Background: an optimization exercise with open tools, aiming at a short achievable clock period and few clock cycles. Do not read the settings as production practice. In this exercise RTL edits were held to simulation tests only and were not proved equivalent to the original. Power figures rest on the tool's default switching activity, not on a simulated workload.

==> flow/design.v <==
`timescale 1ns / 1ps
module mccpu(clock, resetn, frommem, wmem, madr, tomem);
	input clock, resetn;
	input [31:0] frommem;
	output wmem;
	output [31:0] madr, tomem;
	reg [31:0] pc;           
	reg [31:0] madr_q;       
	reg        wmem_q;
	reg [31:0] sdata;        
	reg        mem_busy;     
	reg        mem_load;
	reg [4:0]  mem_rt;
	reg [31:0] ir;
	reg        rd_valid;
	reg [31:0] rd_pc4;
	reg [31:0] rd_pnpc;      
	reg        rd_ptaken;    
	reg        ex_valid;
	reg [31:0] ex_a, ex_b, ex_t;
	reg [4:0]  ex_dest;
	reg        ex_wen;
	reg [4:0]  ex_rs, ex_rt;
	reg        ex_b_reg;     
	reg        ex_add, ex_sub, ex_and, ex_or, ex_xor, ex_nor, ex_slt, ex_sll, ex_srl, ex_sra, ex_passb;
	reg [4:0]  ex_sa;
	reg        ex_back, ex_br, ex_bne, ex_ptaken, ex_jr, ex_lw, ex_sw;
	reg [31:0] ex_alt;       
	reg [31:0] ex_pnpc;      
	reg [7:0]  ex_bidx;
	reg [31:0] link_pred;    
	reg [1:0]  bht [0:255];  
	reg [31:0] rf [1:31];
	assign madr  = madr_q;
	assign wmem  = wmem_q;
	assign tomem = sdata;
	wire [31:0] bx  = ex_b ^ {32{ex_sub | ex_slt}};
	wire [32:0] sum = {1'b0, ex_a} + {1'b0, bx} + {32'b0, ex_sub | ex_slt};
	wire        ltu = ~sum[32];
	wire [31:0] shl = ex_b << ex_sa;
	wire [31:0] shr = ex_b >> ex_sa;
	wire [31:0] sha = $signed(ex_b) >>> ex_sa;
	wire [31:0] ex_res =
		({32{ex_add | ex_sub}} & sum[31:0]) |
		({32{ex_and}} & (ex_a & ex_b)) |
		({32{ex_or}}  & (ex_a | ex_b)) |
		({32{ex_xor}} & (ex_a ^ ex_b)) |
		({32{ex_nor}} & ~(ex_a | ex_b)) |
		({32{ex_slt}} & {31'b0, ltu}) |
		({32{ex_sll}} & shl) |
		({32{ex_srl}} & shr) |
		({32{ex_sra}} & sha) |
		({32{ex_passb}} & ex_b);
	wire ex_fire = ex_valid & ~mem_busy;
	wire eq      = (ex_a == ex_b);
	wire taken   = eq ^ ex_bne;
	wire br_miss = ex_br & (taken ^ ex_ptaken);
	wire jr_miss = ex_jr & (ex_a != ex_pnpc);
	wire redirect = ex_fire & (br_miss | jr_miss);
	wire [31:0] redirect_pc = ex_jr ? ex_a : ex_alt;
	wire go_mem  = ex_fire & (ex_lw | ex_sw);
	wire ex_we   = ex_fire & ex_wen;
	wire        load_we = mem_busy & mem_load & (mem_rt != 5'd0);
	wire        rf_we   = load_we | ex_we;
	wire [4:0]  rf_wn   = mem_busy ? mem_rt : ex_dest;
	wire [31:0] rf_wd   = mem_busy ? frommem : ex_res;
	wire [5:0] op = ir[31:26];
	wire [5:0] fn = ir[5:0];
	wire [4:0] rs = ir[25:21];
	wire [4:0] rt = ir[20:16];
	wire [4:0] rd = ir[15:11];
	wire r_type = (op == 6'h00);
	wire d_add  = r_type & (fn == 6'h20);
	wire d_sub  = r_type & (fn == 6'h22);
	wire d_and  = r_type & (fn == 6'h24);
	wire d_or   = r_type & (fn == 6'h25);
	wire d_xor  = r_type & (fn == 6'h26);
	wire d_nor  = r_type & (fn == 6'h27);
	wire d_slt  = r_type & (fn == 6'h2a);
	wire d_sll  = r_type & (fn == 6'h00);
	wire d_srl  = r_type & (fn == 6'h02);
	wire d_sra  = r_type & (fn == 6'h03);
	wire d_jr   = r_type & (fn == 6'h08);
	wire d_jalr = r_type & (fn == 6'h09);
	wire d_addi = (op == 6'h08);
	wire d_andi = (op == 6'h0c);
	wire d_ori  = (op == 6'h0d);
	wire d_xori = (op == 6'h0e);
	wire d_lui  = (op == 6'h0f);
	wire d_slti = (op == 6'h0a);
	wire d_lw   = (op == 6'h23);
	wire d_sw   = (op == 6'h2b);
	wire d_beq  = (op == 6'h04);
	wire d_bne  = (op == 6'h05);
	wire d_jal  = (op == 6'h03);
	wire d_rtype_alu = d_add | d_sub | d_and | d_or | d_xor | d_nor | d_slt | d_sll | d_srl | d_sra;
	wire d_itype_alu = d_addi | d_andi | d_ori | d_xori | d_lui | d_slti | d_lw;
	wire d_link      = d_jal | d_jalr;
	wire [4:0] d_dest = d_link ? 5'd31 : d_rtype_alu ? rd : d_itype_alu ? rt : 5'd0;
	wire d_zext  = d_andi | d_ori | d_xori;
	wire [31:0] imm_s = {{16{ir[15] & ~d_zext}}, ir[15:0]};
	wire d_b_imm = d_addi | d_andi | d_ori | d_xori | d_slti | d_lw | d_sw;
	wire [31:0] rf_a = (rs == 5'd0) ? 32'd0 : rf[rs];
	wire [31:0] rf_b = (rt == 5'd0) ? 32'd0 : rf[rt];
	wire fwd_a = ex_we & (ex_dest == rs);
	wire fwd_b = ex_we & (ex_dest == rt);
	wire [31:0] val_a = fwd_a ? ex_res : rf_a;
	wire [31:0] val_b = fwd_b ? ex_res : rf_b;
	wire [31:0] d_bval = d_lui  ? {ir[15:0], 16'd0} :
	                     d_link ? rd_pc4 :
	                     d_b_imm ? imm_s : val_b;
	wire [31:0] d_btarget = rd_pc4 + {{14{ir[15]}}, ir[15:0], 2'b00};
	wire fix_a = load_we & (mem_rt == ex_rs);
	wire fix_b = load_we & (mem_rt == ex_rt) & ex_b_reg;
	wire fix_t = load_we & (mem_rt == ex_rt);
	wire [5:0] f_op = frommem[31:26];
	wire [5:0] f_fn = frommem[5:0];
	wire f_j    = (f_op == 6'h02) | (f_op == 6'h03);
	wire f_jal  = (f_op == 6'h03);
	wire f_br   = (f_op == 6'h04) | (f_op == 6'h05);
	wire f_jr   = (f_op == 6'h00) & (f_fn == 6'h08);
	wire f_jalr = (f_op == 6'h00) & (f_fn == 6'h09);
	wire [31:0] pc4 = pc + 32'd4;
	wire [1:0] bctr = bht[pc[9:2]];
	wire f_ptaken = frommem[15] ^ bctr[1];
	wire [31:0] f_jtarget = {pc4[31:28], frommem[25:0], 2'b00};
	wire [31:0] f_btarget = pc4 + {{14{frommem[15]}}, frommem[15:0], 2'b00};
	wire [31:0] pred_npc = f_j ? f_jtarget :
	                       (f_br & f_ptaken) ? f_btarget :
	                       f_jr ? link_pred : pc4;
	wire [31:0] pc_next = redirect ? redirect_pc : mem_busy ? pc : pred_npc;
	integer i;
	always @(posedge clock or posedge resetn) begin
		if (resetn) begin
			pc <= 32'd0;
			madr_q <= 32'd0;
			wmem_q <= 1'b0;
			sdata <= 32'd0;
			mem_busy <= 1'b0;
			mem_load <= 1'b0;
			mem_rt <= 5'd0;
			ir <= 32'd0;
			rd_valid <= 1'b0;
			rd_pc4 <= 32'd0;
			rd_pnpc <= 32'd0;
			rd_ptaken <= 1'b0;
			link_pred <= 32'd0;
		end else begin
			pc <= pc_next;
			madr_q <= go_mem ? sum[31:0] : pc_next;
			wmem_q <= go_mem & ex_sw;
			mem_busy <= go_mem;
			if (go_mem) begin
				mem_load <= ex_lw;
				mem_rt <= ex_dest;
				sdata <= ex_t;
			end
			if (!mem_busy) begin
				ir <= frommem;
				rd_valid <= ~redirect;
				rd_pc4 <= pc4;
				rd_pnpc <= link_pred;
				rd_ptaken <= f_ptaken;
				if (f_jal | f_jalr) link_pred <= pc4;
			end
		end
	end
	always @(posedge clock or posedge resetn) begin
		if (resetn) begin
			ex_valid <= 1'b0;
			ex_a <= 32'd0; ex_b <= 32'd0; ex_t <= 32'd0;
			ex_dest <= 5'd0; ex_wen <= 1'b0;
			ex_rs <= 5'd0; ex_rt <= 5'd0; ex_b_reg <= 1'b0;
			ex_add <= 1'b0; ex_sub <= 1'b0; ex_and <= 1'b0; ex_or <= 1'b0; ex_xor <= 1'b0;
			ex_nor <= 1'b0; ex_slt <= 1'b0; ex_sll <= 1'b0; ex_srl <= 1'b0; ex_sra <= 1'b0; ex_passb <= 1'b0;
			ex_sa <= 5'd0;
			ex_back <= 1'b0; ex_br <= 1'b0; ex_bne <= 1'b0; ex_ptaken <= 1'b0; ex_jr <= 1'b0;
			ex_lw <= 1'b0; ex_sw <= 1'b0;
			ex_alt <= 32'd0; ex_pnpc <= 32'd0; ex_bidx <= 8'd0;
		end else if (mem_busy) begin
			if (fix_a) ex_a <= frommem;
			if (fix_b) ex_b <= frommem;
			if (fix_t) ex_t <= frommem;
		end else begin
			ex_valid <= rd_valid & ~redirect;
			ex_a <= val_a;
			ex_b <= d_bval;
			ex_t <= val_b;
			ex_dest <= d_dest;
			ex_wen <= (d_dest != 5'd0) & ~d_lw;
			ex_rs <= rs;
			ex_rt <= rt;
			ex_b_reg <= ~(d_lui | d_link | d_b_imm);
			ex_add <= d_add | d_addi | d_lw | d_sw;
			ex_sub <= d_sub;
			ex_and <= d_and | d_andi;
			ex_or  <= d_or | d_ori;
			ex_passb <= d_lui | d_link;
			ex_xor <= d_xor | d_xori;
			ex_nor <= d_nor;
			ex_slt <= d_slt | d_slti;
			ex_sll <= d_sll;
			ex_srl <= d_srl;
			ex_sra <= d_sra;
			ex_sa  <= ir[10:6];
			ex_br  <= d_beq | d_bne;
			ex_back <= ir[15];
			ex_bne <= d_bne;
			ex_ptaken <= rd_ptaken;
			ex_jr  <= d_jr | d_jalr;
			ex_lw  <= d_lw;
			ex_sw  <= d_sw;
			ex_alt <= rd_ptaken ? rd_pc4 : d_btarget;
			ex_pnpc <= (d_jr ? rd_pnpc : rd_pc4);
			ex_bidx <= rd_pc4[9:2] - 8'd1;
		end
	end
	always @(posedge clock or posedge resetn) begin
		if (resetn) begin
			for (i = 0; i < 256; i = i + 1) bht[i] <= 2'b01;
		end else if (ex_fire & ex_br) begin
			if (taken ^ ex_back) begin
				if (bht[ex_bidx] != 2'b11) bht[ex_bidx] <= bht[ex_bidx] + 2'b01;
			end else begin
				if (bht[ex_bidx] != 2'b00) bht[ex_bidx] <= bht[ex_bidx] - 2'b01;
			end
		end
	end
	always @(posedge clock or posedge resetn) begin
		if (resetn) begin
			for (i = 1; i < 32; i = i + 1) rf[i] <= 32'd0;
		end else if (rf_we) begin
			rf[rf_wn] <= rf_wd;
		end
	end
endmodule
==> flow/run.sh <==
#!/bin/bash
# synth_recipe.tcl (not shown) runs the flow's synth.tcl, then flattens the netlist and writes it again
# the make line also repeats each setting of config.mk as NAME=value (left out here)
make -C /OpenROAD-flow-scripts/flow DESIGN_CONFIG=/design/flow/config.mk WORK_HOME=/design/flow/orfs CLKGATE_MAP_FILE= SYNTH_SCRIPT=/design/flow/synth_recipe.tcl finish
==> flow/config.mk <==
export PLATFORM = sky130hd
export DESIGN_NAME = mccpu
export DESIGN_NICKNAME = mccpu
export VERILOG_FILES = /design/flow/design.v
export SDC_FILE = /design/flow/constraint.sdc
export NUM_CORES = 4
export LEC_CHECK = 0
export CAP_MARGIN = 20
export CORE_MARGIN = 2
export CORE_UTILIZATION = 30
export SLEW_MARGIN = 20
==> flow/constraint.sdc <==
create_clock -name core_clock -period 11.0 [get_ports {clock}]
set_input_delay 2.2000 -clock core_clock [delete_from_list [all_inputs] [get_ports {clock}]]
set_output_delay 2.2000 -clock core_clock [all_outputs]
set_load 0.01 [all_outputs]
==> flow_metrics.env, run 1 <==
export IMPL_run_status="no timing/DRC/antenna violations"
export IMPL_synth_top_family_by_area="compound AO/OA/AOI/OAI gates"
export IMPL_grt_pass1_vias=100000
export IMPL_p_per_area_nw_per_um2=239
export IMPL_dieHeight_um=619
export IMPL_cts_htree_levels=4
export IMPL_cts_tree="yes"
export IMPL_largest_reg_flops=992
export IMPL_async_flop_share_pct=100
export IMPL_clk_latency_ns=0.98
export IMPL_dr_pass1_iters=13
export IMPL_p_clk_share_pct=25.3
export IMPL_fmax_mhz=127
export IMPL_p_seq_share_pct=32.1
export IMPL_critPathLaunch="ex_bidx[1]"
export IMPL_setup_viol_count_final=0
export IMPL_skew_ns=0.131
export IMPL_pre_cts_ws_ns=3.60
export IMPL_setup_ws_ns=3.10
export IMPL_cts_resized=0
export IMPL_layout_common_cells="dfrtp_1, nand2_1, o21ai_0"
export IMPL_r2r_slack_ns=3.10
export IMPL_die_area_um2=383000
export IMPL_worst_pin_slew_ns=1.37
export IMPL_finalMaxSlewViolations=0
export IMPL_numCtsBuffers=215
export IMPL_p_sw_share_pct=47.3
export IMPL_synth_top_area_share_pct=37.3
export IMPL_drive_above_1_share_pct=16.6
export IMPL_ios=99
export IMPL_synthXorXnorAreaFrac_pct=1.58
export IMPL_crit_type="flop to flop"
export IMPL_clk_pin_slew_worst_paths_ns=0.06
export IMPL_switchingPower_uw=14400
export IMPL_period_needed_ns=7.90
export IMPL_grt_total_usage_pct=31.3
export IMPL_synth_compound_gate_area_share_pct=21.4
export IMPL_fin_crit_sh_pct=71.8
export IMPL_fin_area_um2=128000
export IMPL_drcViolationCount=0
export IMPL_synth_edf_count=0
export IMPL_maxSlewHeadroom_pct=8.43
export IMPL_synthTopCellsByArea="dfrtp_1, o21ai_0, dfstp_2"
export IMPL_synthMuxAreaShare_pct=9.83
export IMPL_clock_sinks=1947
export IMPL_cp_arrival_ns=8.69
export IMPL_rsz0062_at_grt="false"
export IMPL_syn_avg_cell_area_um2=9.63
export IMPL_synth_cells=11800
export IMPL_synth_seq_cells=1947
export IMPL_holdBufCountCts=0
export IMPL_row_count=225
export IMPL_fp_coreArea_um2=376000
export IMPL_place_area_um2=120000
export IMPL_final_hold_violation_count=0
export IMPL_wl_per_cell_um=37.5
export IMPL_place_hpwl_um=403000
export IMPL_num_vias=108000
export IMPL_viasPerCell=6.52
export IMPL_grt_overflow_total=0
export IMPL_ys_seq_area_share_pct=43.2
export IMPL_antenna_found_initial=58
export IMPL_p_int_uw=16100
export IMPL_combPwrFrac_pct=42.6
export IMPL_grt_pass1_wl_um=850000
export IMPL_hp_class="flop to flop"
export IMPL_clockRootBuffer="clkbuf_16"
export IMPL_nNetsFinal=11500
export IMPL_postCtsSetupBuffers=0
export IMPL_ys_warn_count=3
export IMPL_synth_area_leader_cell="dfrtp_1"
export IMPL_cp_max_fo=30
export IMPL_area_growth_pct=12.8
export IMPL_worstReg2RegStart="ex_bidx[1]"
export IMPL_wl_um=621000
export IMPL_cts_buffer_depth=4
export IMPL_grt_max_degree=200
export IMPL_synth_fp_nets=12000
export IMPL_critPathLaunchType="flop"
export IMPL_yosys_area_share_simple_pct=17.1
export IMPL_die_w_um=619
export IMPL_hold_path_startpoint="ex_t[26]"
export IMPL_io_buffers=98
export IMPL_synthFlopType="dfrtp_1"
export IMPL_fin_tns_setup_ns=0
export IMPL_synthAdderAreaFrac_pct=1.82
export IMPL_maxCapViolCount=0
export IMPL_power_leakage_uw=0.0534
export IMPL_ant_nets=0
export IMPL_layout_commonest_cell="dfrtp_1"
export IMPL_initial_core_util_pct=30.2
export IMPL_drt_iter0_drc=19600
export IMPL_syn_area_um2=114000
export IMPL_worst_setup_path_end_kind="flop"
export IMPL_gp_congestion=1.08
export IMPL_required_ns=11.79
export IMPL_synth_cell_types=102
export IMPL_ir_worst_vdd_uv=1030
routing by layer:
metal | vias to the layer above | share of wire [%] | track usage, %
li1 | 43000 | - | -
met1 | 53800 | 38 | 40.5
met2 | 8695 | 40 | 43.3
met3 | 2318 | 13 | 11.0
met4 | 36 | 8.4 | 21.2
met5 | - | 0.080 | 0.669
power by group through the flow:
stage,Combinational [uW],Clock (uW),Sequential [uW]
5_1_grt,13400,8050,9860
2_1_floorplan,8530,0,9080
3_5_place_dp,12500,0,9810
6_report,13000,7740,9800
3_3_place_gp,12500,0,9800
4_1_cts,12500,7780,9700
critical path, stage by stage (launching register included):
cell      delay, ns
dfrtp_4        0.63
buf_4          0.35
and2_1         0.47
nand2_2        0.48
buf_4          0.57
o32ai_1        0.15
nor4_1         1.03
nand4_1        0.33
a311oi_1       0.55
nand4_1        0.37
mux2_2         0.43
mux2i_4        0.91
buf_4          0.87
nor4_4         0.09
mux2_1         0.35
path summary, 6_finish.rpt:
| check | cells after the start | end |
|---|---|---|
| max in group asynchronous | 4 | bht[216][1] |
| min reg2reg | 2 | sdata[26] |
| max reg2reg | 14 | bht[251][1] |
| max | 14 | bht[251][1] |
| min | 2 | sdata[26] |
| min in group asynchronous | 2 | bht[243][1] |
layout make-up:
cell class                 instances  area [um^2]
antenna                           42          105
clock inverter                    89         1120
tap                             4994         6250
inverter                         171          651
clock buffer                     307         6260
sequential                      1947        49100
multi-input combinational       8485        60200
timing repair buffer             522         4450
fill                           38600       248000
per-stage QoR:
step	total power (uW)	util, %	instances	hold WS [ns]
2_1_floorplan	17600	-	11800	0.431
3_3_place_gp	22300	32.0	16100	0.458
3_5_place_dp	22300	32.0	16100	0.459
4_1_cts	30000	34.0	16500	0.473
5_1_grt	31300	34.0	16500	0.495
6_report	30600	34.1	16600	0.476
Yosys cell counts, types with 63 or more instances:
cell type	n
a222oi_1	136
nor4_4	197
mux2_2	313
a21oi_1	422
dfrtp_1	1691
a31oi_1	77
mux2_1	375
o21ai_0	1359
a22oi_1	702
buf_2	132
inv_1	166
nor4_1	84
buf_1	83
mux2i_1	222
nor2_1	475
dfstp_2	256
xor2_1	87
o22ai_1	79
nor3_1	150
ha_1	160
nand3_1	266
xnor2_1	118
a22o_1	171
nand2_1	1641
and3_1	63
clkbuf_1	925
nand4_1	209
a221oi_1	211
cells by family (layout without fill, tap and decap cells):
family | Yosys count | after routing
compound gates | 3688 | 3688
simple gates | 3466 | 3466
flops | 1947 | 1947
buf+inv | 1359 | 1089
mux | 963 | 963
xor+xnor | 205 | 205
fa+ha+maj | 163 | 163
other cells | 0 | 42
Testbench counts, summed over its fixed seeds: cycles 74,931.
==> inputs of run 2 (changes only) <==
--- a/flow/design.v
+++ b/flow/design.v
@@ -16,6 +16,7 @@
 	reg [31:0] rd_pc4;
 	reg [31:0] rd_pnpc;      
 	reg        rd_ptaken;    
+	reg [1:0]  rd_bctr;
 	reg        ex_valid;
 	reg [31:0] ex_a, ex_b, ex_t;
 	reg [4:0]  ex_dest;
@@ -28,6 +29,7 @@
 	reg [31:0] ex_alt;       
 	reg [31:0] ex_pnpc;      
 	reg [7:0]  ex_bidx;
+	reg [1:0]  ex_bctr;      
 	reg [31:0] link_pred;    
 	reg [1:0]  bht [0:255];  
 	reg [31:0] rf [1:31];
@@ -144,6 +146,7 @@
 			rd_pc4 <= 32'd0;
 			rd_pnpc <= 32'd0;
 			rd_ptaken <= 1'b0;
+			rd_bctr <= 2'b00;
 			link_pred <= 32'd0;
 		end else begin
 			pc <= pc_next;
@@ -161,6 +164,7 @@
 				rd_pc4 <= pc4;
 				rd_pnpc <= link_pred;
 				rd_ptaken <= f_ptaken;
+				rd_bctr <= bctr;
 				if (f_jal | f_jalr) link_pred <= pc4;
 			end
 		end
@@ -176,7 +180,7 @@
 			ex_sa <= 5'd0;
 			ex_back <= 1'b0; ex_br <= 1'b0; ex_bne <= 1'b0; ex_ptaken <= 1'b0; ex_jr <= 1'b0;
 			ex_lw <= 1'b0; ex_sw <= 1'b0;
-			ex_alt <= 32'd0; ex_pnpc <= 32'd0; ex_bidx <= 8'd0;
+			ex_alt <= 32'd0; ex_pnpc <= 32'd0; ex_bidx <= 8'd0; ex_bctr <= 2'b00;
 		end else if (mem_busy) begin
 			if (fix_a) ex_a <= frommem;
 			if (fix_b) ex_b <= frommem;
@@ -213,17 +217,17 @@
 			ex_alt <= rd_ptaken ? rd_pc4 : d_btarget;
 			ex_pnpc <= (d_jr ? rd_pnpc : rd_pc4);
 			ex_bidx <= rd_pc4[9:2] - 8'd1;
-		end
-	end
+			ex_bctr <= rd_bctr;
+		end
+	end
+	wire against = taken ^ ex_back;
+	wire [1:0] bctr_new = against ? ((ex_bctr == 2'b11) ? 2'b11 : ex_bctr + 2'b01)
+	                              : ((ex_bctr == 2'b00) ? 2'b00 : ex_bctr - 2'b01);
 	always @(posedge clock or posedge resetn) begin
 		if (resetn) begin
 			for (i = 0; i < 256; i = i + 1) bht[i] <= 2'b01;
 		end else if (ex_fire & ex_br) begin
-			if (taken ^ ex_back) begin
-				if (bht[ex_bidx] != 2'b11) bht[ex_bidx] <= bht[ex_bidx] + 2'b01;
-			end else begin
-				if (bht[ex_bidx] != 2'b00) bht[ex_bidx] <= bht[ex_bidx] - 2'b01;
-			end
+			bht[ex_bidx] <= bctr_new;
 		end
 	end
 	always @(posedge clock or posedge resetn) begin
==> flow/flow/run.sh (new file) <==
#!/bin/bash
# Standard ORFS layout (standard.sh, unchanged synthesis), with repair_timing asked to
# leave more setup slack than the default so that it works on the paths of this design.
set -euo pipefail
bash standard.sh SETUP_SLACK_MARGIN=${MARGIN:-7.4} finish > make_finish.log 2>&1
==> flow/standard.sh (new file) <==
#!/bin/bash
# synth_recipe.tcl (not shown) runs the flow's synth.tcl, then flattens the netlist and writes it again
# the make line also repeats each setting of config.mk as NAME=value (left out here)
make -C /OpenROAD-flow-scripts/flow DESIGN_CONFIG=/design/flow/config.mk WORK_HOME=/design/flow/orfs CLKGATE_MAP_FILE= SYNTH_SCRIPT=/design/flow/synth_recipe.tcl "${@:-finish}"
--- a/flow/config.mk
+++ b/flow/config.mk
@@ -5,7 +5,8 @@
 export SDC_FILE = /design/flow/constraint.sdc
 export NUM_CORES = 4
 export LEC_CHECK = 0
+export ABC_CLOCK_PERIOD_IN_PS = 3000
 export CAP_MARGIN = 20
 export CORE_MARGIN = 2
-export CORE_UTILIZATION = 30
+export CORE_UTILIZATION = 40
 export SLEW_MARGIN = 20
removed: flow/run.sh
==> run 2 against run 1 <==
Against the previous run: die area decreased by 30%; clock skew down 0.030 ns; wire length rose by 3.6%; worst hold slack improved by 0.0012 ns; register-to-register slack better by 3.3 ns; combinational power up 6%.
==> flow_metrics.env, run 2 <==
export IMPL_wl_um=643000
export IMPL_combPwrFrac_pct=43.7
export IMPL_power_leakage_uw=0.0572
export IMPL_initial_core_util_pct=40.2
export IMPL_switchingPower_uw=13300
export IMPL_clk_latency_ns=0.96
export IMPL_grt_met1_usage_pct=58.5
export IMPL_synth_fp_nets=11600
export IMPL_gp_congestion=1.07
export IMPL_syn_avg_cell_area_um2=9.26
export IMPL_hold_end="sdata[6]"
export IMPL_period_needed_ns=4.59
export IMPL_rr_endpoint="pc[9]"
export IMPL_layout_commonest_cell="nand2_1"
export IMPL_grt_pass1_wl_um=862000
export IMPL_largest_reg_flops=992
export IMPL_p_clk_share_pct=25.0
export IMPL_drive_above_1_share_pct=32.3
export IMPL_ff_latch_area_um2=49300
export IMPL_grt_overflow_total=0
export IMPL_rsz0062_at_grt="true"
export IMPL_run_status="no timing/DRC/antenna violations"
export IMPL_place_area_um2=111000
export IMPL_hp_class="flop to flop"
export IMPL_cts_htree_levels=4
export IMPL_busiest_layer="met2"
export IMPL_synth_edf_count=0
export IMPL_grt_pass1_vias=103000
export IMPL_cts_buffer_depth=4
export IMPL_fmax_mhz=218
export IMPL_required_ns=11.72
export IMPL_drt_iter0_drc=20900
export IMPL_worst_setup_path_end_kind="flop"
export IMPL_clock_sinks=1951
export IMPL_worst_pin_slew_ns=1.35
export IMPL_synthFlopType="dfrtp_1"
export IMPL_setup_viol_count_final=0
export IMPL_async_flop_share_pct=100
export IMPL_slowest_stage="a222oi_1"
export IMPL_synth_top_area_share_pct=40.3
export IMPL_final_hold_violation_count=0
export IMPL_p_seq_share_pct=31.3
export IMPL_ios=99
export IMPL_place_hpwl_um=390000
export IMPL_wl_per_cell_um=41.5
export IMPL_maxCapViolCount=0
export IMPL_ant_nets=0
export IMPL_hold_path_depth=2
export IMPL_drcViolationCount=0
export IMPL_hold_path_startpoint="sdata[6]"
export IMPL_grt_max_degree=150
export IMPL_grtUsageMet2_pct=61.7
export IMPL_stdcell_count=15500
export IMPL_area_growth_pct=29.4
export IMPL_grt_total_usage_pct=46.3
export IMPL_die_w_um=517
export IMPL_io_buffers=98
export IMPL_cp_common_cell="mux2i_4"
export IMPL_viasPerCell=7.21
export IMPL_synthTopCellsByCount="nand2_1, dfrtp_1, o21ai_0, clkbuf_1, a22oi_1"
export IMPL_synth_most_common_cell="nand2_1"
export IMPL_r2r_slack_ns=6.41
export IMPL_nNetsFinal=11900
export IMPL_num_vias=112000
export IMPL_worstRegToRegCells=15
export IMPL_use_met3_pct=22.5
export IMPL_die_area_um2=267000
export IMPL_critPathLaunchType="flop"
export IMPL_p_sw_share_pct=42.2
export IMPL_synth_seq_cells=1951
export IMPL_synth_area_leader_cell="dfrtp_1"
export IMPL_crit_chain="inv_4 > ha_4 > buf_12 > nor3b_4 > clkbuf_16 > a222oi_1 > o22ai_1 > nor4_4 > nand4_1 > mux2i_4 > mux2i_4 > buf_6 > buf_8 > mux2i_4 > o31ai_1"
export IMPL_syn_area_um2=105000
export IMPL_fin_area_um2=136000
export IMPL_p_per_area_nw_per_um2=232
export IMPL_cts_tree="yes"
export IMPL_fp_coreArea_um2=262000
export IMPL_antenna_found_initial=55
export IMPL_ys_warn_count=3
export IMPL_row_count=188
export IMPL_skew_ns=0.101
export IMPL_cp_arrival_ns=5.32
export IMPL_dr_pass1_iters=17
export IMPL_p_int_uw=18300
export IMPL_ys_seq_area_share_pct=46.7
export IMPL_cp_max_fo=11
export IMPL_multiInputGateArea_um2=60900
export IMPL_ir_worst_vdd_uv=157
export IMPL_synth_cell_types=97
export IMPL_cp_top_family="compound AO/OA/AOI/OAI gates"
export IMPL_synthTopCellsByArea="dfrtp_1, o21ai_0, nand2_1"
export IMPL_finalMaxSlewViolations=0
export IMPL_dpl_cell_count=14400
export IMPL_clockRootBuffer="clkbuf_16"
export IMPL_holdBufCountCts=0
export IMPL_crit_type="flop to flop"
export IMPL_fillerInstances=23400
export IMPL_maxSlewHeadroom_pct=9.74
export IMPL_slowest_delay_ns=0.65
export IMPL_path_buf_inv=5
export IMPL_worstReg2RegStart="pc[2]"
export IMPL_fin_crit_sh_pct=41.8
export IMPL_numCtsBuffers=221
export IMPL_clk_pin_slew_worst_paths_ns=0.06
export IMPL_dieHeight_um=517
export IMPL_layout_common_cells="nand2_1, dfrtp_1, o21ai_2"
export IMPL_fin_tns_setup_ns=0
export IMPL_synth_cells=11400
-- run 2: cell count changes after synthesis, sizes merged, moves of 34 or more --
| cell | change |
|---|---|
| a21oi | -34 |
| a22oi | -38 |
| buf | -108 |
| clkbuf | -90 |
| mux2 | -207 |
| nand2 | +257 |
| nor2 | +173 |
| nor3 | -44 |
| nor4 | -197 |
| o21ai | +158 |
-- run 2: worst max-delay path by stage --
stage,slack (ns),endpoint,cells after the start,from
after floorplan,-18.07,bht[0][1],1,resetn
after global placement,4.66,madr_q[31],12,frommem[5]
after detailed placement,4.65,madr_q[31],12,frommem[5]
after CTS,6.65,madr_q[28],14,frommem[0]
after global routing,6.41,madr_q[31],18,pc[2]
final,6.41,pc[9],15,pc[2]
-- run 2: what timing repair did --
| action | CTS | global route |
|---|---|---|
| setup endpoints to repair | 2805 | 1763 |
| pin swaps | 295 | 214 |
| resized for setup | 2441 | 1163 |
| gates cloned | 101 | 15 |
| setup buffers | 373 | 175 |
-- run 2: layer usage --
metal | wire [um] | vias to the layer above
met4 | 59200 | 22
met1 | 229000 | 55200
li1 | - | 42700
met3 | 106000 | 3107
met5 | 298 | -
met2 | 249000 | 10600
-- run 2: logic make-up after synthesis --
group / Yosys count / share of synthesized area, %
multiplexers: 791 / 8.80
adder cells (fa/ha/maj): 162 / 1.95
buffers and inverters: 1147 / 4.23
AND/OR/NAND/NOR: 3507 / 14.6
AO/OA/AOI/OAI: 3623 / 22.2
flip-flops: 1951 / 46.7
XOR/XNOR: 190 / 1.58
-- run 2: power groups by stage --
stage / clock (uW) / sequential, uW / combinational (uW)
after floorplan: 0 / 9100 / 5060
after global placement: 0 / 9910 / 8430
after detailed placement: 0 / 9930 / 8470
after CTS: 7840 / 9800 / 11700
after global routing: 8140 / 9920 / 14000
final: 7880 / 9890 / 13800
-- run 2: final cells by class --
class                           count  area share, %
Timing Repair Buffer             1101           9.75
Clock inverter                     79          0.784
Tap cell                         3515           3.23
Clock buffer                      325           4.75
Timing Repair inverter              1        0.00367
Antenna cell                       50         0.0918
Multi-Input combinational cell   8299           44.7
Sequential cell                  1951           36.2
Inverter                          157          0.463
-- run 2: stage by stage --
step	hold slack [ns]	setup slack [ns]	total power, uW	util [%]
after CTS	0.484	6.65	29400	49.9
final	0.477	6.41	31600	52.0
after detailed placement	0.463	4.65	18400	42.3
after global routing	0.505	6.41	32100	52.0
after global placement	0.462	4.66	18300	42.3
after floorplan	0.435	-18.07	14200	-
-- run 2: tightest hold or removal path: cells and delay by family (launching register included) --
family           cells  cell delay [ns]
DFF                  1             0.34
and+or+nand+nor      2             0.11
Testbench counts of run 2, summed over its fixed seeds: cycles 74,931.

==> re-timing with driven ports <==
The flow's constraints put no driver on any port. The routed layouts listed below were extracted and timed again, unchanged, in two steps. Step 1 assumes that a clkbuf_16 drives the clock port and a buf_2 every other input. Step 2, shift: input delay + t, output delay - t, t = (earliest + latest rising clock arrival at the registers) / 2. This alone moves slack from input paths to output paths. Three values: ideal ports, drivers, drivers and shift; two values: the first two.
| run | t (ns) | slack for setup (ns) | worst hold slack (ns) | worst setup path after step 2 | slew at the worst register clock pin (ns) |
|---|---|---|---|---|---|
| run 1 | 1.018 | 3.104 / 3.104 / 3.104 | 0.476 / 0.476 / 0.476 | register to register | 0.07 / 0.07 |
| run 2 | 1.018 | 6.405 / 6.405 / 5.469 | 0.477 / 0.477 / 0.477 | input to register | 0.08 / 0.08 |
After both steps setup and hold are still met in every run listed. The setup slack of run 2, which loses most, moves by 0.000 ns with the drivers and by -0.936 ns with both steps.
